Context: an optimization exercise on an open-source flow, tuned for small area, a short achievable clock period and few clock cycles per item. The choices shown serve that exercise and are no tape-out recipe. For this run, only the layout was checked, not whether the RTL still works. Power and IR drop assume default switching activity.

<file path="flow/design.v">
module multiplier(
	input logic clk,
	input logic rst,
	input logic start_flag,
	input logic[15:0] a,
	input logic[15:0] b,
	output logic[31:0] result,
	output logic status
	);
	logic one1;
	logic two2;
	logic cb3;
	logic y4;
	logic y5;
	logic y6;
	logic y7;
	logic y8;
	logic y9;
	logic y10;
	logic y11;
	logic y12;
	logic y13;
	logic y14;
	logic y15;
	logic y16;
	logic y17;
	logic y18;
	logic y19;
	logic y20;
	logic pp21;
	logic pp22;
	logic pp23;
	logic pp24;
	logic pp25;
	logic pp26;
	logic pp27;
	logic pp28;
	logic pp29;
	logic pp30;
	logic pp31;
	logic pp32;
	logic pp33;
	logic pp34;
	logic pp35;
	logic pp36;
	logic pp37;
	logic one38;
	logic two39;
	logic cb40;
	logic y41;
	logic y42;
	logic y43;
	logic y44;
	logic y45;
	logic y46;
	logic y47;
	logic y48;
	logic y49;
	logic y50;
	logic y51;
	logic y52;
	logic y53;
	logic y54;
	logic y55;
	logic y56;
	logic y57;
	logic pp58;
	logic pp59;
	logic pp60;
	logic pp61;
	logic pp62;
	logic pp63;
	logic pp64;
	logic pp65;
	logic pp66;
	logic pp67;
	logic pp68;
	logic pp69;
	logic pp70;
	logic pp71;
	logic pp72;
	logic pp73;
	logic pp74;
	logic one75;
	logic two76;
	logic cb77;
	logic y78;
	logic y79;
	logic y80;
	logic y81;
	logic y82;
	logic y83;
	logic y84;
	logic y85;
	logic y86;
	logic y87;
	logic y88;
	logic y89;
	logic y90;
	logic y91;
	logic y92;
	logic y93;
	logic y94;
	logic pp95;
	logic pp96;
	logic pp97;
	logic pp98;
	logic pp99;
	logic pp100;
	logic pp101;
	logic pp102;
	logic pp103;
	logic pp104;
	logic pp105;
	logic pp106;
	logic pp107;
	logic pp108;
	logic pp109;
	logic pp110;
	logic pp111;
	logic one112;
	logic two113;
	logic cb114;
	logic y115;
	logic y116;
	logic y117;
	logic y118;
	logic y119;
	logic y120;
	logic y121;
	logic y122;
	logic y123;
	logic y124;
	logic y125;
	logic y126;
	logic y127;
	logic y128;
	logic y129;
	logic y130;
	logic y131;
	logic pp132;
	logic pp133;
	logic pp134;
	logic pp135;
	logic pp136;
	logic pp137;
	logic pp138;
	logic pp139;
	logic pp140;
	logic pp141;
	logic pp142;
	logic pp143;
	logic pp144;
	logic pp145;
	logic pp146;
	logic pp147;
	logic pp148;
	logic one149;
	logic two150;
	logic cb151;
	logic y152;
	logic y153;
	logic y154;
	logic y155;
	logic y156;
	logic y157;
	logic y158;
	logic y159;
	logic y160;
	logic y161;
	logic y162;
	logic y163;
	logic y164;
	logic y165;
	logic y166;
	logic y167;
	logic y168;
	logic pp169;
	logic pp170;
	logic pp171;
	logic pp172;
	logic pp173;
	logic pp174;
	logic pp175;
	logic pp176;
	logic pp177;
	logic pp178;
	logic pp179;
	logic pp180;
	logic pp181;
	logic pp182;
	logic pp183;
	logic pp184;
	logic pp185;
	logic one186;
	logic two187;
	logic cb188;
	logic y189;
	logic y190;
	logic y191;
	logic y192;
	logic y193;
	logic y194;
	logic y195;
	logic y196;
	logic y197;
	logic y198;
	logic y199;
	logic y200;
	logic y201;
	logic y202;
	logic y203;
	logic y204;
	logic y205;
	logic pp206;
	logic pp207;
	logic pp208;
	logic pp209;
	logic pp210;
	logic pp211;
	logic pp212;
	logic pp213;
	logic pp214;
	logic pp215;
	logic pp216;
	logic pp217;
	logic pp218;
	logic pp219;
	logic pp220;
	logic pp221;
	logic pp222;
	logic one223;
	logic two224;
	logic cb225;
	logic y226;
	logic y227;
	logic y228;
	logic y229;
	logic y230;
	logic y231;
	logic y232;
	logic y233;
	logic y234;
	logic y235;
	logic y236;
	logic y237;
	logic y238;
	logic y239;
	logic y240;
	logic y241;
	logic y242;
	logic pp243;
	logic pp244;
	logic pp245;
	logic pp246;
	logic pp247;
	logic pp248;
	logic pp249;
	logic pp250;
	logic pp251;
	logic pp252;
	logic pp253;
	logic pp254;
	logic pp255;
	logic pp256;
	logic pp257;
	logic pp258;
	logic pp259;
	logic one260;
	logic two261;
	logic cb262;
	logic y263;
	logic y264;
	logic y265;
	logic y266;
	logic y267;
	logic y268;
	logic y269;
	logic y270;
	logic y271;
	logic y272;
	logic y273;
	logic y274;
	logic y275;
	logic y276;
	logic y277;
	logic y278;
	logic y279;
	logic pp280;
	logic pp281;
	logic pp282;
	logic pp283;
	logic pp284;
	logic pp285;
	logic pp286;
	logic pp287;
	logic pp288;
	logic pp289;
	logic pp290;
	logic pp291;
	logic pp292;
	logic pp293;
	logic pp294;
	logic pp295;
	logic pp296;
	logic s297;
	logic c298;
	logic s299;
	logic c300;
	logic s301;
	logic c302;
	logic s303;
	logic c304;
	logic s305;
	logic c306;
	logic s307;
	logic c308;
	logic s309;
	logic c310;
	logic s311;
	logic c312;
	logic s313;
	logic c314;
	logic s315;
	logic c316;
	logic s317;
	logic c318;
	logic s319;
	logic c320;
	logic s321;
	logic c322;
	logic s323;
	logic c324;
	logic s325;
	logic c326;
	logic s327;
	logic c328;
	logic s329;
	logic c330;
	logic s331;
	logic c332;
	logic s333;
	logic c334;
	logic s335;
	logic c336;
	logic s337;
	logic c338;
	logic s339;
	logic c340;
	logic s341;
	logic c342;
	logic s343;
	logic c344;
	logic s345;
	logic c346;
	logic s347;
	logic c348;
	logic s349;
	logic c350;
	logic s351;
	logic c352;
	logic s353;
	logic c354;
	logic s355;
	logic c356;
	logic s357;
	logic c358;
	logic s359;
	logic c360;
	logic s361;
	logic c362;
	logic s363;
	logic c364;
	logic s365;
	logic c366;
	logic s367;
	logic c368;
	logic s369;
	logic c370;
	logic s371;
	logic c372;
	logic s373;
	logic c374;
	logic s375;
	logic c376;
	logic s377;
	logic c378;
	logic s379;
	logic c380;
	logic s381;
	logic c382;
	logic s383;
	logic c384;
	logic s385;
	logic c386;
	logic s387;
	logic c388;
	logic s389;
	logic c390;
	logic s391;
	logic c392;
	logic s393;
	logic c394;
	logic s395;
	logic c396;
	logic s397;
	logic c398;
	logic s399;
	logic c400;
	logic s401;
	logic c402;
	logic s403;
	logic c404;
	logic s405;
	logic c406;
	logic s407;
	logic c408;
	logic s409;
	logic c410;
	logic s411;
	logic c412;
	logic s413;
	logic c414;
	logic s415;
	logic c416;
	logic s417;
	logic c418;
	logic s419;
	logic c420;
	logic s421;
	logic c422;
	logic s423;
	logic c424;
	logic s425;
	logic c426;
	logic s427;
	logic c428;
	logic s429;
	logic c430;
	logic s431;
	logic c432;
	logic s433;
	logic c434;
	logic s435;
	logic c436;
	logic s437;
	logic c438;
	logic s439;
	logic c440;
	logic s441;
	logic c442;
	logic s443;
	logic c444;
	logic s445;
	logic c446;
	logic s447;
	logic c448;
	logic s449;
	logic c450;
	logic s451;
	logic c452;
	logic s453;
	logic c454;
	logic s455;
	logic c456;
	logic s457;
	logic c458;
	logic s459;
	logic c460;
	logic s461;
	logic c462;
	logic s463;
	logic c464;
	logic s465;
	logic c466;
	logic s467;
	logic c468;
	logic s469;
	logic c470;
	logic s471;
	logic c472;
	logic s473;
	logic c474;
	logic s475;
	logic c476;
	logic s477;
	logic c478;
	logic s479;
	logic c480;
	logic s481;
	logic c482;
	logic s483;
	logic c484;
	logic s485;
	logic c486;
	logic s487;
	logic c488;
	logic s489;
	logic c490;
	logic s491;
	logic c492;
	logic s493;
	logic c494;
	logic s495;
	logic c496;
	logic s497;
	logic c498;
	logic s499;
	logic c500;
	logic s501;
	logic c502;
	logic s503;
	logic c504;
	logic s505;
	logic c506;
	logic s507;
	logic c508;
	logic s509;
	logic c510;
	logic s511;
	logic c512;
	logic s513;
	logic c514;
	logic s515;
	logic c516;
	logic s517;
	logic c518;
	logic s519;
	logic c520;
	logic q0_0;
	logic q0_1;
	logic q1_0;
	logic q2_0;
	logic q2_1;
	logic q3_0;
	logic q3_1;
	logic q4_0;
	logic q4_1;
	logic q5_0;
	logic q5_1;
	logic q6_0;
	logic q6_1;
	logic q7_0;
	logic q7_1;
	logic q8_0;
	logic q8_1;
	logic q9_0;
	logic q9_1;
	logic q10_0;
	logic q10_1;
	logic q11_0;
	logic q11_1;
	logic q12_0;
	logic q12_1;
	logic q13_0;
	logic q13_1;
	logic q14_0;
	logic q14_1;
	logic q15_0;
	logic q15_1;
	logic q16_0;
	logic q16_1;
	logic q17_0;
	logic q17_1;
	logic q18_0;
	logic q18_1;
	logic q19_0;
	logic q19_1;
	logic q20_0;
	logic q20_1;
	logic q21_0;
	logic q21_1;
	logic q22_0;
	logic q22_1;
	logic q23_0;
	logic q23_1;
	logic q24_0;
	logic q24_1;
	logic q25_0;
	logic q25_1;
	logic q26_0;
	logic q26_1;
	logic q27_0;
	logic q27_1;
	logic q28_0;
	logic q28_1;
	logic q29_0;
	logic q29_1;
	logic q30_0;
	logic q30_1;
	logic done;
	assign one1 = b[0];
	assign two2 = b[1] & ~b[0];
	assign cb3 = b[1] | ~b[0];
	assign y4 = ~(a[0] ^ b[1]);
	assign y5 = ~(a[1] ^ b[1]);
	assign y6 = ~(a[2] ^ b[1]);
	assign y7 = ~(a[3] ^ b[1]);
	assign y8 = ~(a[4] ^ b[1]);
	assign y9 = ~(a[5] ^ b[1]);
	assign y10 = ~(a[6] ^ b[1]);
	assign y11 = ~(a[7] ^ b[1]);
	assign y12 = ~(a[8] ^ b[1]);
	assign y13 = ~(a[9] ^ b[1]);
	assign y14 = ~(a[10] ^ b[1]);
	assign y15 = ~(a[11] ^ b[1]);
	assign y16 = ~(a[12] ^ b[1]);
	assign y17 = ~(a[13] ^ b[1]);
	assign y18 = ~(a[14] ^ b[1]);
	assign y19 = ~(a[15] ^ b[1]);
	assign y20 = ~b[1];
	assign pp21 = ~((one1 & y4) | (two2 & y20));
	assign pp22 = ~((one1 & y5) | (two2 & y4));
	assign pp23 = ~((one1 & y6) | (two2 & y5));
	assign pp24 = ~((one1 & y7) | (two2 & y6));
	assign pp25 = ~((one1 & y8) | (two2 & y7));
	assign pp26 = ~((one1 & y9) | (two2 & y8));
	assign pp27 = ~((one1 & y10) | (two2 & y9));
	assign pp28 = ~((one1 & y11) | (two2 & y10));
	assign pp29 = ~((one1 & y12) | (two2 & y11));
	assign pp30 = ~((one1 & y13) | (two2 & y12));
	assign pp31 = ~((one1 & y14) | (two2 & y13));
	assign pp32 = ~((one1 & y15) | (two2 & y14));
	assign pp33 = ~((one1 & y16) | (two2 & y15));
	assign pp34 = ~((one1 & y17) | (two2 & y16));
	assign pp35 = ~((one1 & y18) | (two2 & y17));
	assign pp36 = ~((one1 & y19) | (two2 & y18));
	assign pp37 = (one1 | two2) & y19;
	assign one38 = b[2] ^ b[1];
	assign two39 = (b[3] & ~b[2] & ~b[1]) | (~b[3] & b[2] & b[1]);
	assign cb40 = b[3] | ~(b[2] | b[1]);
	assign y41 = ~(a[0] ^ b[3]);
	assign y42 = ~(a[1] ^ b[3]);
	assign y43 = ~(a[2] ^ b[3]);
	assign y44 = ~(a[3] ^ b[3]);
	assign y45 = ~(a[4] ^ b[3]);
	assign y46 = ~(a[5] ^ b[3]);
	assign y47 = ~(a[6] ^ b[3]);
	assign y48 = ~(a[7] ^ b[3]);
	assign y49 = ~(a[8] ^ b[3]);
	assign y50 = ~(a[9] ^ b[3]);
	assign y51 = ~(a[10] ^ b[3]);
	assign y52 = ~(a[11] ^ b[3]);
	assign y53 = ~(a[12] ^ b[3]);
	assign y54 = ~(a[13] ^ b[3]);
	assign y55 = ~(a[14] ^ b[3]);
	assign y56 = ~(a[15] ^ b[3]);
	assign y57 = ~b[3];
	assign pp58 = ~((one38 & y41) | (two39 & y57));
	assign pp59 = ~((one38 & y42) | (two39 & y41));
	assign pp60 = ~((one38 & y43) | (two39 & y42));
	assign pp61 = ~((one38 & y44) | (two39 & y43));
	assign pp62 = ~((one38 & y45) | (two39 & y44));
	assign pp63 = ~((one38 & y46) | (two39 & y45));
	assign pp64 = ~((one38 & y47) | (two39 & y46));
	assign pp65 = ~((one38 & y48) | (two39 & y47));
	assign pp66 = ~((one38 & y49) | (two39 & y48));
	assign pp67 = ~((one38 & y50) | (two39 & y49));
	assign pp68 = ~((one38 & y51) | (two39 & y50));
	assign pp69 = ~((one38 & y52) | (two39 & y51));
	assign pp70 = ~((one38 & y53) | (two39 & y52));
	assign pp71 = ~((one38 & y54) | (two39 & y53));
	assign pp72 = ~((one38 & y55) | (two39 & y54));
	assign pp73 = ~((one38 & y56) | (two39 & y55));
	assign pp74 = (one38 | two39) & y56;
	assign one75 = b[4] ^ b[3];
	assign two76 = (b[5] & ~b[4] & ~b[3]) | (~b[5] & b[4] & b[3]);
	assign cb77 = b[5] | ~(b[4] | b[3]);
	assign y78 = ~(a[0] ^ b[5]);
	assign y79 = ~(a[1] ^ b[5]);
	assign y80 = ~(a[2] ^ b[5]);
	assign y81 = ~(a[3] ^ b[5]);
	assign y82 = ~(a[4] ^ b[5]);
	assign y83 = ~(a[5] ^ b[5]);
	assign y84 = ~(a[6] ^ b[5]);
	assign y85 = ~(a[7] ^ b[5]);
	assign y86 = ~(a[8] ^ b[5]);
	assign y87 = ~(a[9] ^ b[5]);
	assign y88 = ~(a[10] ^ b[5]);
	assign y89 = ~(a[11] ^ b[5]);
	assign y90 = ~(a[12] ^ b[5]);
	assign y91 = ~(a[13] ^ b[5]);
	assign y92 = ~(a[14] ^ b[5]);
	assign y93 = ~(a[15] ^ b[5]);
	assign y94 = ~b[5];
	assign pp95 = ~((one75 & y78) | (two76 & y94));
	assign pp96 = ~((one75 & y79) | (two76 & y78));
	assign pp97 = ~((one75 & y80) | (two76 & y79));
	assign pp98 = ~((one75 & y81) | (two76 & y80));
	assign pp99 = ~((one75 & y82) | (two76 & y81));
	assign pp100 = ~((one75 & y83) | (two76 & y82));
	assign pp101 = ~((one75 & y84) | (two76 & y83));
	assign pp102 = ~((one75 & y85) | (two76 & y84));
	assign pp103 = ~((one75 & y86) | (two76 & y85));
	assign pp104 = ~((one75 & y87) | (two76 & y86));
	assign pp105 = ~((one75 & y88) | (two76 & y87));
	assign pp106 = ~((one75 & y89) | (two76 & y88));
	assign pp107 = ~((one75 & y90) | (two76 & y89));
	assign pp108 = ~((one75 & y91) | (two76 & y90));
	assign pp109 = ~((one75 & y92) | (two76 & y91));
	assign pp110 = ~((one75 & y93) | (two76 & y92));
	assign pp111 = (one75 | two76) & y93;
	assign one112 = b[6] ^ b[5];
	assign two113 = (b[7] & ~b[6] & ~b[5]) | (~b[7] & b[6] & b[5]);
	assign cb114 = b[7] | ~(b[6] | b[5]);
	assign y115 = ~(a[0] ^ b[7]);
	assign y116 = ~(a[1] ^ b[7]);
	assign y117 = ~(a[2] ^ b[7]);
	assign y118 = ~(a[3] ^ b[7]);
	assign y119 = ~(a[4] ^ b[7]);
	assign y120 = ~(a[5] ^ b[7]);
	assign y121 = ~(a[6] ^ b[7]);
	assign y122 = ~(a[7] ^ b[7]);
	assign y123 = ~(a[8] ^ b[7]);
	assign y124 = ~(a[9] ^ b[7]);
	assign y125 = ~(a[10] ^ b[7]);
	assign y126 = ~(a[11] ^ b[7]);
	assign y127 = ~(a[12] ^ b[7]);
	assign y128 = ~(a[13] ^ b[7]);
	assign y129 = ~(a[14] ^ b[7]);
	assign y130 = ~(a[15] ^ b[7]);
	assign y131 = ~b[7];
	assign pp132 = ~((one112 & y115) | (two113 & y131));
	assign pp133 = ~((one112 & y116) | (two113 & y115));
	assign pp134 = ~((one112 & y117) | (two113 & y116));
	assign pp135 = ~((one112 & y118) | (two113 & y117));
	assign pp136 = ~((one112 & y119) | (two113 & y118));
	assign pp137 = ~((one112 & y120) | (two113 & y119));
	assign pp138 = ~((one112 & y121) | (two113 & y120));
	assign pp139 = ~((one112 & y122) | (two113 & y121));
	assign pp140 = ~((one112 & y123) | (two113 & y122));
	assign pp141 = ~((one112 & y124) | (two113 & y123));
	assign pp142 = ~((one112 & y125) | (two113 & y124));
	assign pp143 = ~((one112 & y126) | (two113 & y125));
	assign pp144 = ~((one112 & y127) | (two113 & y126));
	assign pp145 = ~((one112 & y128) | (two113 & y127));
	assign pp146 = ~((one112 & y129) | (two113 & y128));
	assign pp147 = ~((one112 & y130) | (two113 & y129));
	assign pp148 = (one112 | two113) & y130;
	assign one149 = b[8] ^ b[7];
	assign two150 = (b[9] & ~b[8] & ~b[7]) | (~b[9] & b[8] & b[7]);
	assign cb151 = b[9] | ~(b[8] | b[7]);
	assign y152 = ~(a[0] ^ b[9]);
	assign y153 = ~(a[1] ^ b[9]);
	assign y154 = ~(a[2] ^ b[9]);
	assign y155 = ~(a[3] ^ b[9]);
	assign y156 = ~(a[4] ^ b[9]);
	assign y157 = ~(a[5] ^ b[9]);
	assign y158 = ~(a[6] ^ b[9]);
	assign y159 = ~(a[7] ^ b[9]);
	assign y160 = ~(a[8] ^ b[9]);
	assign y161 = ~(a[9] ^ b[9]);
	assign y162 = ~(a[10] ^ b[9]);
	assign y163 = ~(a[11] ^ b[9]);
	assign y164 = ~(a[12] ^ b[9]);
	assign y165 = ~(a[13] ^ b[9]);
	assign y166 = ~(a[14] ^ b[9]);
	assign y167 = ~(a[15] ^ b[9]);
	assign y168 = ~b[9];
	assign pp169 = ~((one149 & y152) | (two150 & y168));
	assign pp170 = ~((one149 & y153) | (two150 & y152));
	assign pp171 = ~((one149 & y154) | (two150 & y153));
	assign pp172 = ~((one149 & y155) | (two150 & y154));
	assign pp173 = ~((one149 & y156) | (two150 & y155));
	assign pp174 = ~((one149 & y157) | (two150 & y156));
	assign pp175 = ~((one149 & y158) | (two150 & y157));
	assign pp176 = ~((one149 & y159) | (two150 & y158));
	assign pp177 = ~((one149 & y160) | (two150 & y159));
	assign pp178 = ~((one149 & y161) | (two150 & y160));
	assign pp179 = ~((one149 & y162) | (two150 & y161));
	assign pp180 = ~((one149 & y163) | (two150 & y162));
	assign pp181 = ~((one149 & y164) | (two150 & y163));
	assign pp182 = ~((one149 & y165) | (two150 & y164));
	assign pp183 = ~((one149 & y166) | (two150 & y165));
	assign pp184 = ~((one149 & y167) | (two150 & y166));
	assign pp185 = (one149 | two150) & y167;
	assign one186 = b[10] ^ b[9];
	assign two187 = (b[11] & ~b[10] & ~b[9]) | (~b[11] & b[10] & b[9]);
	assign cb188 = b[11] | ~(b[10] | b[9]);
	assign y189 = ~(a[0] ^ b[11]);
	assign y190 = ~(a[1] ^ b[11]);
	assign y191 = ~(a[2] ^ b[11]);
	assign y192 = ~(a[3] ^ b[11]);
	assign y193 = ~(a[4] ^ b[11]);
	assign y194 = ~(a[5] ^ b[11]);
	assign y195 = ~(a[6] ^ b[11]);
	assign y196 = ~(a[7] ^ b[11]);
	assign y197 = ~(a[8] ^ b[11]);
	assign y198 = ~(a[9] ^ b[11]);
	assign y199 = ~(a[10] ^ b[11]);
	assign y200 = ~(a[11] ^ b[11]);
	assign y201 = ~(a[12] ^ b[11]);
	assign y202 = ~(a[13] ^ b[11]);
	assign y203 = ~(a[14] ^ b[11]);
	assign y204 = ~(a[15] ^ b[11]);
	assign y205 = ~b[11];
	assign pp206 = ~((one186 & y189) | (two187 & y205));
	assign pp207 = ~((one186 & y190) | (two187 & y189));
	assign pp208 = ~((one186 & y191) | (two187 & y190));
	assign pp209 = ~((one186 & y192) | (two187 & y191));
	assign pp210 = ~((one186 & y193) | (two187 & y192));
	assign pp211 = ~((one186 & y194) | (two187 & y193));
	assign pp212 = ~((one186 & y195) | (two187 & y194));
	assign pp213 = ~((one186 & y196) | (two187 & y195));
	assign pp214 = ~((one186 & y197) | (two187 & y196));
	assign pp215 = ~((one186 & y198) | (two187 & y197));
	assign pp216 = ~((one186 & y199) | (two187 & y198));
	assign pp217 = ~((one186 & y200) | (two187 & y199));
	assign pp218 = ~((one186 & y201) | (two187 & y200));
	assign pp219 = ~((one186 & y202) | (two187 & y201));
	assign pp220 = ~((one186 & y203) | (two187 & y202));
	assign pp221 = ~((one186 & y204) | (two187 & y203));
	assign pp222 = (one186 | two187) & y204;
	assign one223 = b[12] ^ b[11];
	assign two224 = (b[13] & ~b[12] & ~b[11]) | (~b[13] & b[12] & b[11]);
	assign cb225 = b[13] | ~(b[12] | b[11]);
	assign y226 = ~(a[0] ^ b[13]);
	assign y227 = ~(a[1] ^ b[13]);
	assign y228 = ~(a[2] ^ b[13]);
	assign y229 = ~(a[3] ^ b[13]);
	assign y230 = ~(a[4] ^ b[13]);
	assign y231 = ~(a[5] ^ b[13]);
	assign y232 = ~(a[6] ^ b[13]);
	assign y233 = ~(a[7] ^ b[13]);
	assign y234 = ~(a[8] ^ b[13]);
	assign y235 = ~(a[9] ^ b[13]);
	assign y236 = ~(a[10] ^ b[13]);
	assign y237 = ~(a[11] ^ b[13]);
	assign y238 = ~(a[12] ^ b[13]);
	assign y239 = ~(a[13] ^ b[13]);
	assign y240 = ~(a[14] ^ b[13]);
	assign y241 = ~(a[15] ^ b[13]);
	assign y242 = ~b[13];
	assign pp243 = ~((one223 & y226) | (two224 & y242));
	assign pp244 = ~((one223 & y227) | (two224 & y226));
	assign pp245 = ~((one223 & y228) | (two224 & y227));
	assign pp246 = ~((one223 & y229) | (two224 & y228));
	assign pp247 = ~((one223 & y230) | (two224 & y229));
	assign pp248 = ~((one223 & y231) | (two224 & y230));
	assign pp249 = ~((one223 & y232) | (two224 & y231));
	assign pp250 = ~((one223 & y233) | (two224 & y232));
	assign pp251 = ~((one223 & y234) | (two224 & y233));
	assign pp252 = ~((one223 & y235) | (two224 & y234));
	assign pp253 = ~((one223 & y236) | (two224 & y235));
	assign pp254 = ~((one223 & y237) | (two224 & y236));
	assign pp255 = ~((one223 & y238) | (two224 & y237));
	assign pp256 = ~((one223 & y239) | (two224 & y238));
	assign pp257 = ~((one223 & y240) | (two224 & y239));
	assign pp258 = ~((one223 & y241) | (two224 & y240));
	assign pp259 = (one223 | two224) & y241;
	assign one260 = b[14] ^ b[13];
	assign two261 = (b[15] & ~b[14] & ~b[13]) | (~b[15] & b[14] & b[13]);
	assign cb262 = b[15] | ~(b[14] | b[13]);
	assign y263 = ~(a[0] ^ b[15]);
	assign y264 = ~(a[1] ^ b[15]);
	assign y265 = ~(a[2] ^ b[15]);
	assign y266 = ~(a[3] ^ b[15]);
	assign y267 = ~(a[4] ^ b[15]);
	assign y268 = ~(a[5] ^ b[15]);
	assign y269 = ~(a[6] ^ b[15]);
	assign y270 = ~(a[7] ^ b[15]);
	assign y271 = ~(a[8] ^ b[15]);
	assign y272 = ~(a[9] ^ b[15]);
	assign y273 = ~(a[10] ^ b[15]);
	assign y274 = ~(a[11] ^ b[15]);
	assign y275 = ~(a[12] ^ b[15]);
	assign y276 = ~(a[13] ^ b[15]);
	assign y277 = ~(a[14] ^ b[15]);
	assign y278 = ~(a[15] ^ b[15]);
	assign y279 = ~b[15];
	assign pp280 = ~((one260 & y263) | (two261 & y279));
	assign pp281 = ~((one260 & y264) | (two261 & y263));
	assign pp282 = ~((one260 & y265) | (two261 & y264));
	assign pp283 = ~((one260 & y266) | (two261 & y265));
	assign pp284 = ~((one260 & y267) | (two261 & y266));
	assign pp285 = ~((one260 & y268) | (two261 & y267));
	assign pp286 = ~((one260 & y269) | (two261 & y268));
	assign pp287 = ~((one260 & y270) | (two261 & y269));
	assign pp288 = ~((one260 & y271) | (two261 & y270));
	assign pp289 = ~((one260 & y272) | (two261 & y271));
	assign pp290 = ~((one260 & y273) | (two261 & y272));
	assign pp291 = ~((one260 & y274) | (two261 & y273));
	assign pp292 = ~((one260 & y275) | (two261 & y274));
	assign pp293 = ~((one260 & y276) | (two261 & y275));
	assign pp294 = ~((one260 & y277) | (two261 & y276));
	assign pp295 = ~((one260 & y278) | (two261 & y277));
	assign pp296 = (one260 | two261) & y278;
	assign s297 = cb40 ^ pp23;
	assign c298 = cb40 & pp23;
	assign s299 = pp24 ^ pp59;
	assign c300 = pp24 & pp59;
	assign s301 = cb77 ^ pp25 ^ pp60;
	assign c302 = (cb77 & pp25) | (cb77 & pp60) | (pp25 & pp60);
	assign s303 = pp95 ^ c300;
	assign c304 = pp95 & c300;
	assign s305 = pp26 ^ pp61 ^ pp96;
	assign c306 = (pp26 & pp61) | (pp26 & pp96) | (pp61 & pp96);
	assign s307 = c304 ^ c302;
	assign c308 = c304 & c302;
	assign s309 = cb114 ^ pp27 ^ pp62;
	assign c310 = (cb114 & pp27) | (cb114 & pp62) | (pp27 & pp62);
	assign s311 = pp97 ^ pp132 ^ c306;
	assign c312 = (pp97 & pp132) | (pp97 & c306) | (pp132 & c306);
	assign s313 = s309 ^ c308;
	assign c314 = s309 & c308;
	assign s315 = pp28 ^ pp63 ^ pp98;
	assign c316 = (pp28 & pp63) | (pp28 & pp98) | (pp63 & pp98);
	assign s317 = pp133 ^ c310 ^ s315;
	assign c318 = (pp133 & c310) | (pp133 & s315) | (c310 & s315);
	assign s319 = c312 ^ c314;
	assign c320 = c312 & c314;
	assign s321 = cb151 ^ pp29 ^ pp64;
	assign c322 = (cb151 & pp29) | (cb151 & pp64) | (pp29 & pp64);
	assign s323 = pp99 ^ pp134 ^ pp169;
	assign c324 = (pp99 & pp134) | (pp99 & pp169) | (pp134 & pp169);
	assign s325 = c316 ^ s321 ^ s323;
	assign c326 = (c316 & s321) | (c316 & s323) | (s321 & s323);
	assign s327 = c318 ^ c320;
	assign c328 = c318 & c320;
	assign s329 = pp30 ^ pp65 ^ pp100;
	assign c330 = (pp30 & pp65) | (pp30 & pp100) | (pp65 & pp100);
	assign s331 = pp135 ^ pp170 ^ c322;
	assign c332 = (pp135 & pp170) | (pp135 & c322) | (pp170 & c322);
	assign s333 = c324 ^ s329 ^ c326;
	assign c334 = (c324 & s329) | (c324 & c326) | (s329 & c326);
	assign s335 = s331 ^ c328;
	assign c336 = s331 & c328;
	assign s337 = cb188 ^ pp31 ^ pp66;
	assign c338 = (cb188 & pp31) | (cb188 & pp66) | (pp31 & pp66);
	assign s339 = pp101 ^ pp136 ^ pp171;
	assign c340 = (pp101 & pp136) | (pp101 & pp171) | (pp136 & pp171);
	assign s341 = pp206 ^ c330 ^ s337;
	assign c342 = (pp206 & c330) | (pp206 & s337) | (c330 & s337);
	assign s343 = s339 ^ c332 ^ s341;
	assign c344 = (s339 & c332) | (s339 & s341) | (c332 & s341);
	assign s345 = c334 ^ c336;
	assign c346 = c334 & c336;
	assign s347 = pp32 ^ pp67 ^ pp102;
	assign c348 = (pp32 & pp67) | (pp32 & pp102) | (pp67 & pp102);
	assign s349 = pp137 ^ pp172 ^ pp207;
	assign c350 = (pp137 & pp172) | (pp137 & pp207) | (pp172 & pp207);
	assign s351 = c338 ^ c340 ^ s347;
	assign c352 = (c338 & c340) | (c338 & s347) | (c340 & s347);
	assign s353 = s349 ^ c342 ^ s351;
	assign c354 = (s349 & c342) | (s349 & s351) | (c342 & s351);
	assign s355 = c344 ^ s353;
	assign c356 = c344 & s353;
	assign s357 = cb225 ^ pp33 ^ pp68;
	assign c358 = (cb225 & pp33) | (cb225 & pp68) | (pp33 & pp68);
	assign s359 = pp103 ^ pp138 ^ pp173;
	assign c360 = (pp103 & pp138) | (pp103 & pp173) | (pp138 & pp173);
	assign s361 = pp208 ^ pp243 ^ c348;
	assign c362 = (pp208 & pp243) | (pp208 & c348) | (pp243 & c348);
	assign s363 = c350 ^ s357 ^ s359;
	assign c364 = (c350 & s357) | (c350 & s359) | (s357 & s359);
	assign s365 = c352 ^ s361 ^ s363;
	assign c366 = (c352 & s361) | (c352 & s363) | (s361 & s363);
	assign s367 = c354 ^ s365;
	assign c368 = c354 & s365;
	assign s369 = pp34 ^ pp69 ^ pp104;
	assign c370 = (pp34 & pp69) | (pp34 & pp104) | (pp69 & pp104);
	assign s371 = pp139 ^ pp174 ^ pp209;
	assign c372 = (pp139 & pp174) | (pp139 & pp209) | (pp174 & pp209);
	assign s373 = pp244 ^ c358 ^ c360;
	assign c374 = (pp244 & c358) | (pp244 & c360) | (c358 & c360);
	assign s375 = s369 ^ s371 ^ c362;
	assign c376 = (s369 & s371) | (s369 & c362) | (s371 & c362);
	assign s377 = c364 ^ s373 ^ s375;
	assign c378 = (c364 & s373) | (c364 & s375) | (s373 & s375);
	assign s379 = c366 ^ c368;
	assign c380 = c366 & c368;
	assign s381 = cb262 ^ pp35 ^ pp70;
	assign c382 = (cb262 & pp35) | (cb262 & pp70) | (pp35 & pp70);
	assign s383 = pp105 ^ pp140 ^ pp175;
	assign c384 = (pp105 & pp140) | (pp105 & pp175) | (pp140 & pp175);
	assign s385 = pp210 ^ pp245 ^ pp280;
	assign c386 = (pp210 & pp245) | (pp210 & pp280) | (pp245 & pp280);
	assign s387 = c370 ^ c372 ^ s381;
	assign c388 = (c370 & c372) | (c370 & s381) | (c372 & s381);
	assign s389 = s383 ^ s385 ^ c374;
	assign c390 = (s383 & s385) | (s383 & c374) | (s385 & c374);
	assign s391 = s387 ^ c376 ^ s389;
	assign c392 = (s387 & c376) | (s387 & s389) | (c376 & s389);
	assign s393 = c378 ^ s391;
	assign c394 = c378 & s391;
	assign s395 = pp36 ^ pp71 ^ pp106;
	assign c396 = (pp36 & pp71) | (pp36 & pp106) | (pp71 & pp106);
	assign s397 = pp141 ^ pp176 ^ pp211;
	assign c398 = (pp141 & pp176) | (pp141 & pp211) | (pp176 & pp211);
	assign s399 = pp246 ^ pp281 ^ c382;
	assign c400 = (pp246 & pp281) | (pp246 & c382) | (pp281 & c382);
	assign s401 = c384 ^ c386 ^ s395;
	assign c402 = (c384 & c386) | (c384 & s395) | (c386 & s395);
	assign s403 = s397 ^ c388 ^ s399;
	assign c404 = (s397 & c388) | (s397 & s399) | (c388 & s399);
	assign s405 = s401 ^ c390 ^ s403;
	assign c406 = (s401 & c390) | (s401 & s403) | (c390 & s403);
	assign s407 = c392 ^ s405;
	assign c408 = c392 & s405;
	assign s409 = ~(pp37 ^ pp72);
	assign c410 = pp37 | pp72;
	assign s411 = pp107 ^ pp142 ^ pp177;
	assign c412 = (pp107 & pp142) | (pp107 & pp177) | (pp142 & pp177);
	assign s413 = pp212 ^ pp247 ^ pp282;
	assign c414 = (pp212 & pp247) | (pp212 & pp282) | (pp247 & pp282);
	assign s415 = c396 ^ c398 ^ s409;
	assign c416 = (c396 & c398) | (c396 & s409) | (c398 & s409);
	assign s417 = s411 ^ s413 ^ c400;
	assign c418 = (s411 & s413) | (s411 & c400) | (s413 & c400);
	assign s419 = c402 ^ s415 ^ c404;
	assign c420 = (c402 & s415) | (c402 & c404) | (s415 & c404);
	assign s421 = s417 ^ c406 ^ s419;
	assign c422 = (s417 & c406) | (s417 & s419) | (c406 & s419);
	assign s423 = ~(pp73 ^ pp108);
	assign c424 = pp73 | pp108;
	assign s425 = pp143 ^ pp178 ^ pp213;
	assign c426 = (pp143 & pp178) | (pp143 & pp213) | (pp178 & pp213);
	assign s427 = pp248 ^ pp283 ^ c410;
	assign c428 = (pp248 & pp283) | (pp248 & c410) | (pp283 & c410);
	assign s429 = c412 ^ c414 ^ s423;
	assign c430 = (c412 & c414) | (c412 & s423) | (c414 & s423);
	assign s431 = s425 ^ c416 ^ s427;
	assign c432 = (s425 & c416) | (s425 & s427) | (c416 & s427);
	assign s433 = s429 ^ c418 ^ s431;
	assign c434 = (s429 & c418) | (s429 & s431) | (c418 & s431);
	assign s435 = c420 ^ s433;
	assign c436 = c420 & s433;
	assign s437 = pp74 ^ pp109 ^ pp144;
	assign c438 = (pp74 & pp109) | (pp74 & pp144) | (pp109 & pp144);
	assign s439 = pp179 ^ pp214 ^ pp249;
	assign c440 = (pp179 & pp214) | (pp179 & pp249) | (pp214 & pp249);
	assign s441 = pp284 ^ c424 ^ c426;
	assign c442 = (pp284 & c424) | (pp284 & c426) | (c424 & c426);
	assign s443 = s437 ^ s439 ^ c428;
	assign c444 = (s437 & s439) | (s437 & c428) | (s439 & c428);
	assign s445 = c430 ^ s441 ^ c432;
	assign c446 = (c430 & s441) | (c430 & c432) | (s441 & c432);
	assign s447 = s443 ^ c434 ^ s445;
	assign c448 = (s443 & c434) | (s443 & s445) | (c434 & s445);
	assign s449 = ~(pp110 ^ pp145);
	assign c450 = pp110 | pp145;
	assign s451 = pp180 ^ pp215 ^ pp250;
	assign c452 = (pp180 & pp215) | (pp180 & pp250) | (pp215 & pp250);
	assign s453 = pp285 ^ c438 ^ c440;
	assign c454 = (pp285 & c438) | (pp285 & c440) | (c438 & c440);
	assign s455 = s449 ^ s451 ^ c442;
	assign c456 = (s449 & s451) | (s449 & c442) | (s451 & c442);
	assign s457 = s453 ^ c444 ^ s455;
	assign c458 = (s453 & c444) | (s453 & s455) | (c444 & s455);
	assign s459 = c446 ^ s457;
	assign c460 = c446 & s457;
	assign s461 = pp111 ^ pp146 ^ pp181;
	assign c462 = (pp111 & pp146) | (pp111 & pp181) | (pp146 & pp181);
	assign s463 = pp216 ^ pp251 ^ pp286;
	assign c464 = (pp216 & pp251) | (pp216 & pp286) | (pp251 & pp286);
	assign s465 = c450 ^ c452 ^ s461;
	assign c466 = (c450 & c452) | (c450 & s461) | (c452 & s461);
	assign s467 = s463 ^ c454 ^ s465;
	assign c468 = (s463 & c454) | (s463 & s465) | (c454 & s465);
	assign s469 = c456 ^ s467 ^ c458;
	assign c470 = (c456 & s467) | (c456 & c458) | (s467 & c458);
	assign s471 = ~(pp147 ^ pp182);
	assign c472 = pp147 | pp182;
	assign s473 = pp217 ^ pp252 ^ pp287;
	assign c474 = (pp217 & pp252) | (pp217 & pp287) | (pp252 & pp287);
	assign s475 = c462 ^ c464 ^ s471;
	assign c476 = (c462 & c464) | (c462 & s471) | (c464 & s471);
	assign s477 = s473 ^ c466 ^ s475;
	assign c478 = (s473 & c466) | (s473 & s475) | (c466 & s475);
	assign s479 = c468 ^ s477;
	assign c480 = c468 & s477;
	assign s481 = pp148 ^ pp183 ^ pp218;
	assign c482 = (pp148 & pp183) | (pp148 & pp218) | (pp183 & pp218);
	assign s483 = pp253 ^ pp288 ^ c472;
	assign c484 = (pp253 & pp288) | (pp253 & c472) | (pp288 & c472);
	assign s485 = c474 ^ s481 ^ c476;
	assign c486 = (c474 & s481) | (c474 & c476) | (s481 & c476);
	assign s487 = s483 ^ c478 ^ s485;
	assign c488 = (s483 & c478) | (s483 & s485) | (c478 & s485);
	assign s489 = ~(pp184 ^ pp219);
	assign c490 = pp184 | pp219;
	assign s491 = pp254 ^ pp289 ^ c482;
	assign c492 = (pp254 & pp289) | (pp254 & c482) | (pp289 & c482);
	assign s493 = s489 ^ c484 ^ s491;
	assign c494 = (s489 & c484) | (s489 & s491) | (c484 & s491);
	assign s495 = c486 ^ s493;
	assign c496 = c486 & s493;
	assign s497 = pp185 ^ pp220 ^ pp255;
	assign c498 = (pp185 & pp220) | (pp185 & pp255) | (pp220 & pp255);
	assign s499 = pp290 ^ c490 ^ s497;
	assign c500 = (pp290 & c490) | (pp290 & s497) | (c490 & s497);
	assign s501 = c492 ^ s499 ^ c494;
	assign c502 = (c492 & s499) | (c492 & c494) | (s499 & c494);
	assign s503 = ~(pp221 ^ pp256);
	assign c504 = pp221 | pp256;
	assign s505 = pp291 ^ c498 ^ s503;
	assign c506 = (pp291 & c498) | (pp291 & s503) | (c498 & s503);
	assign s507 = c500 ^ s505;
	assign c508 = c500 & s505;
	assign s509 = pp222 ^ pp257 ^ pp292;
	assign c510 = (pp222 & pp257) | (pp222 & pp292) | (pp257 & pp292);
	assign s511 = c504 ^ s509 ^ c506;
	assign c512 = (c504 & s509) | (c504 & c506) | (s509 & c506);
	assign s513 = ~(pp258 ^ pp293);
	assign c514 = pp258 | pp293;
	assign s515 = c510 ^ s513;
	assign c516 = c510 & s513;
	assign s517 = pp259 ^ pp294 ^ c514;
	assign c518 = (pp259 & pp294) | (pp259 & c514) | (pp294 & c514);
	assign s519 = ~pp295;
	assign c520 = pp295;
	always_ff @(posedge clk) begin
		q0_0 <= pp21;
		q0_1 <= cb3;
		q1_0 <= pp22;
		q2_0 <= pp58;
		q2_1 <= s297;
		q3_0 <= c298;
		q3_1 <= s299;
		q4_0 <= s301;
		q4_1 <= s303;
		q5_0 <= s305;
		q5_1 <= s307;
		q6_0 <= s311;
		q6_1 <= s313;
		q7_0 <= s317;
		q7_1 <= s319;
		q8_0 <= s325;
		q8_1 <= s327;
		q9_0 <= s333;
		q9_1 <= s335;
		q10_0 <= s343;
		q10_1 <= s345;
		q11_0 <= c346;
		q11_1 <= s355;
		q12_0 <= c356;
		q12_1 <= s367;
		q13_0 <= s377;
		q13_1 <= s379;
		q14_0 <= c380;
		q14_1 <= s393;
		q15_0 <= c394;
		q15_1 <= s407;
		q16_0 <= c408;
		q16_1 <= s421;
		q17_0 <= c422;
		q17_1 <= s435;
		q18_0 <= c436;
		q18_1 <= s447;
		q19_0 <= c448;
		q19_1 <= s459;
		q20_0 <= c460;
		q20_1 <= s469;
		q21_0 <= c470;
		q21_1 <= s479;
		q22_0 <= c480;
		q22_1 <= s487;
		q23_0 <= c488;
		q23_1 <= s495;
		q24_0 <= c496;
		q24_1 <= s501;
		q25_0 <= c502;
		q25_1 <= s507;
		q26_0 <= c508;
		q26_1 <= s511;
		q27_0 <= c512;
		q27_1 <= s515;
		q28_0 <= c516;
		q28_1 <= s517;
		q29_0 <= c518;
		q29_1 <= s519;
		q30_0 <= pp296;
		q30_1 <= c520;
	end
	always_ff @(posedge clk or negedge rst) begin
		if(~rst) done <= 1'b0;
		else done <= start_flag;
	end
	logic[32:0] hi;
	assign hi = {1'b1, q30_0, q29_0, q28_0, q27_0, q26_0, q25_0, q24_0, q23_0, q22_0, q21_0, q20_0, q19_0, q18_0, q17_0, q16_0, q15_0, q14_0, q13_0, q12_0, q11_0, q10_0, q9_0, q8_0, q7_0, q6_0, q5_0, q4_0, q3_0, q2_0, q1_0, q0_0, 1'b0} + {1'b0, q30_1, q29_1, q28_1, q27_1, q26_1, q25_1, q24_1, q23_1, q22_1, q21_1, q20_1, q19_1, q18_1, q17_1, q16_1, q15_1, q14_1, q13_1, q12_1, q11_1, q10_1, q9_1, q8_1, q7_1, q6_1, q5_1, q4_1, q3_1, q2_1, 1'b0, q0_1, 1'b0};
	assign result = hi[32:1];
	assign status = done;
endmodule
</file>
<file path="flow/run.sh">
#!/bin/bash
# synth_recipe.tcl (not shown) runs the flow's synth.tcl, then flattens the netlist and writes it again
# the make line also repeats each setting of config.mk as NAME=value (left out here)
make -C /OpenROAD-flow-scripts/flow DESIGN_CONFIG=/design/flow/config.mk WORK_HOME=/design/flow/orfs CLKGATE_MAP_FILE= SYNTH_SCRIPT=/design/flow/synth_recipe.tcl finish
</file>
<file path="flow/config.mk">
export PLATFORM = sky130hd
export DESIGN_NAME = multiplier
export DESIGN_NICKNAME = multiplier
export VERILOG_FILES = /design/flow/design.v
export SDC_FILE = /design/flow/constraint.sdc
export NUM_CORES = 4
export LEC_CHECK = 0
export CAP_MARGIN = 20
export CORE_MARGIN = 2
export CORE_UTILIZATION = 40
export GPL_TIMING_DRIVEN = 0
export SLEW_MARGIN = 20
</file>
<file path="flow/constraint.sdc">
create_clock -name core_clock -period 4.0 [get_ports {clk}]
set_input_delay 0.8000 -clock core_clock [delete_from_list [all_inputs] [get_ports {clk}]]
set_output_delay 0.8000 -clock core_clock [all_outputs]
set_load 0.01 [all_outputs]
</file>
==> run notes <==
data arrival time at the worst-slack endpoint 4.13 ns; type of the tightest min-delay check input pin to asynchronous set/reset pin; Static Leakage 4.55 nW; first-pass GRT wire length 52800 um; horizontal die dimension 153 um; final setup violating endpoints 0; Maximum Capacitance Violations 0; type of destination of the critical path flip-flop; cell row count 54; largest cells by area after synthesis fa_1 (19%), dfxtp_1 (14%), ha_1 (9.2%); measured slew at the worst slew-check pin 0.970 ns; number of enable flip-flop cells after synthesis 0; DR vias/cell 6.33; antenna diode count 0; sequential share of the synthesized area 14.1%; vias in the first global route 9042; post-synthesis cell type with the largest combined area fa_1; I/O pin cnt 68; part of the power in the clock network 10.0%; number of hold buffers added after CTS 0; result of the run finished clean; number of vias after detailed routing 9359; count of placed standard cells including taps 1449; DRT iter0 DRCs 1288; root buffer cell clkbuf_16; drt drc 0; Slew HR 35.3%; fraction of final layout cells sized beyond drive strength 1 16.7%; fraction of power consumed by sequential logic 13.0%; Filler cells 2152; startpoint-to-endpoint class of the critical path input pin to flip-flop; # H-tree levels 3; worst-case vdd ir drop 0.000311 V; area fraction of the dominant cell type after synthesis 19.0%; startpoint class of the critical path input pin; layout net count 1377; total wire length 35000 um; number of CTS-inserted buffers 9; First-pass DRT Iterations 6; area of all sequential standard cells 1250 sq um; Placeable Area 21800 sq um; GRT Residual Overflow 0; Sw Share 45.4%; cell count after synthesis 1122; highest net fanout along the worst path 10; Int Power 4.11 mW; initial antenna violation count 0; residual antenna-violating net count after detailed routing 0; worst path required time 4.20 ns; maximum number of pins on one net before global-route repair 17; port buffer count 47; multi-input combinational cell area 7130 sq um; routed length per instance 23.7 um; Synth async-reset ratio 1.61%; CTS tree yes; area added between synthesis and finish 23.3%; net switching power of the design 3.41 mW; Die Height 153 um; global router's overall resource usage 29.3%; Final Cell Area 10900 sq um; Die ar. 23300 sq um; effective utilization at floorplan 40.6%; clock sink count 62; library cells used by synthesis 58; synthesized cell area 8840 sq um; CTS max path bufs 2; final hold slack 0.610 ns; total power per unit cell area 690 nW/um^2; final setup margin 0.0671 ns; final core utilization 50.1%; portion of total power attributed to combinational logic 77.0%; weighted congestion at the end of routability-driven global placement 1.01; total power consumption of the routed design 7.52 mW; Max Clock Freq 0.254 GHz; Reg clk slew, reported paths 0.05 ns; worst setup timing slack at the placement stage -1.28 ns; Avg Cell Area, Syn 7.88 sq um; synthesized netlist net count 1306; HPWL reported at the end of detailed placement 25800 um; Placed Area 9980 sq um; most used flip-flop cell after synthesis dfxtp_1; number of flip-flops and latches in the synthesized netlist 62; count of yosys warnings during synthesis 1; max-slew violation total from the final report 0; final hold vios 0; share of the clock period used by the worst path 98.3%; time the final worst path needs with I/O delays and setup 3.93 ns; final standard cell count with taps included and fillers excluded 1478; Setup TNS 0 ns
critical path, cell delays in order:
cell      delay [ns]
buf_4           0.16
inv_8           0.06
clkbuf_8        0.16
ha_1            0.30
clkbuf_8        0.17
inv_2           0.13
buf_6           0.17
o22ai_1         0.08
nor2_1          0.14
nor2_1          0.06
fa_1            0.36
inv_1           0.08
fa_1            0.48
fa_1            0.56
fa_1            0.41
metal layers:
metal	share of wire (%)	vias to the layer above	GRT usage, %	routed length [um]
met2	41	652	43.7	14500
met3	13	140	6.91	4580
met1	40	4367	39.6	14000
li1	-	4200	-	-
met5	0	-	0	0
met4	5.7	0	14.8	2000
logic make-up after synthesis:
group	synth area share (%)
flops	14.1
buf+inv	10.0
simple gates	10.7
fa+ha+maj	28.2
xor+xnor	4.85
compound gates	32.1
cell usage in the layout (no fill, tap or decap), drive strengths merged, types with 6 or more instances in the layout:
cell type      instances
o21a                   8
nor2                 138
a31oi                  6
a22o                   7
o21ai                 66
buf                   43
dlymetal6s2s           8
clkbuf               104
dfxtp                 61
ha                    65
a22oi                 25
and3                   6
inv                  112
xnor2                 38
fa                    84
o22ai                107
o21bai                 7
nand3                 11
clkdlybuf4s50         29
clkinv                 8
nor3                   7
a21oi                 48
a221o                 37
nand2                 40
a221oi                57
xor2                  11
a21o                  15
final cells by class:
cell class,instances,share of cell area [%]
Clock buffer,9,2.06
Inverter,117,4.71
Tap cell,280,3.21
Multi-Input combinational cell,825,65.4
Sequential cell,62,11.4
Timing Repair Buffer,68,5.72
Buffer,110,6.83
Clock inverter,7,0.677
Yosys cell counts, types with 38 or more instances:
library cell  number
inv_1            112
xnor2_1           38
o22ai_1          107
a21oi_1           48
nand2_1           40
clkbuf_1         106
a221oi_1          57
nor2_1           138
fa_1              84
ha_1              65
dfxtp_1           61
o21ai_0           50
what timing repair did:
action	CTS	global route
gates resized for setup	124	93
setup buffers	8	13
pin swaps	18	29
hold endpoints to repair	0	0
setup endpoints to repair	43	26
power by group through the flow:
stage / Sequential (mW) / Clock, mW / Combinational (mW)
final: 0.979 / 0.749 / 5.80
after global routing: 1.00 / 0.799 / 6.39
after CTS: 0.981 / 0.770 / 5.69
after detailed placement: 0.990 / 0 / 5.48
after global placement: 0.990 / 0 / 5.40
after floorplan: 0.967 / 0 / 3.50
path summary, 6_finish.rpt:
path	from	end	slack, ns	cells after the start
min in group core_clock	b[1]	q0_1	0.77	3
hold / removal	rst	done	0.61	1
max in group asynchronous	rst	done	3.29	1
setup / recovery	b[11]	q20_1	0.07	15

## separate check: timing with driven ports
How much do the figures lean on ideal ports? The routed layout below was timed once more, with nothing changed but the port constraints.
Step 1 assumes that a clkbuf_16 drives the clock port and a buf_2 every other input.
Step 2, shift: input delay + t, output delay - t, t = (earliest + latest rising clock arrival at the registers) / 2. This alone moves slack from input paths to output paths.
Three values: ideal, step 1, step 2; two values: the first two.
t (ns): 0.363
slack for setup (ns): 0.067 / 0.079 / -0.284
worst register clock-pin slew, ns: 0.05 / 0.05
Met with ideal ports but missed after step 2: setup timing in this run. The setup slack of this run moves by +0.012 ns with the drivers and by -0.351 ns with both steps.
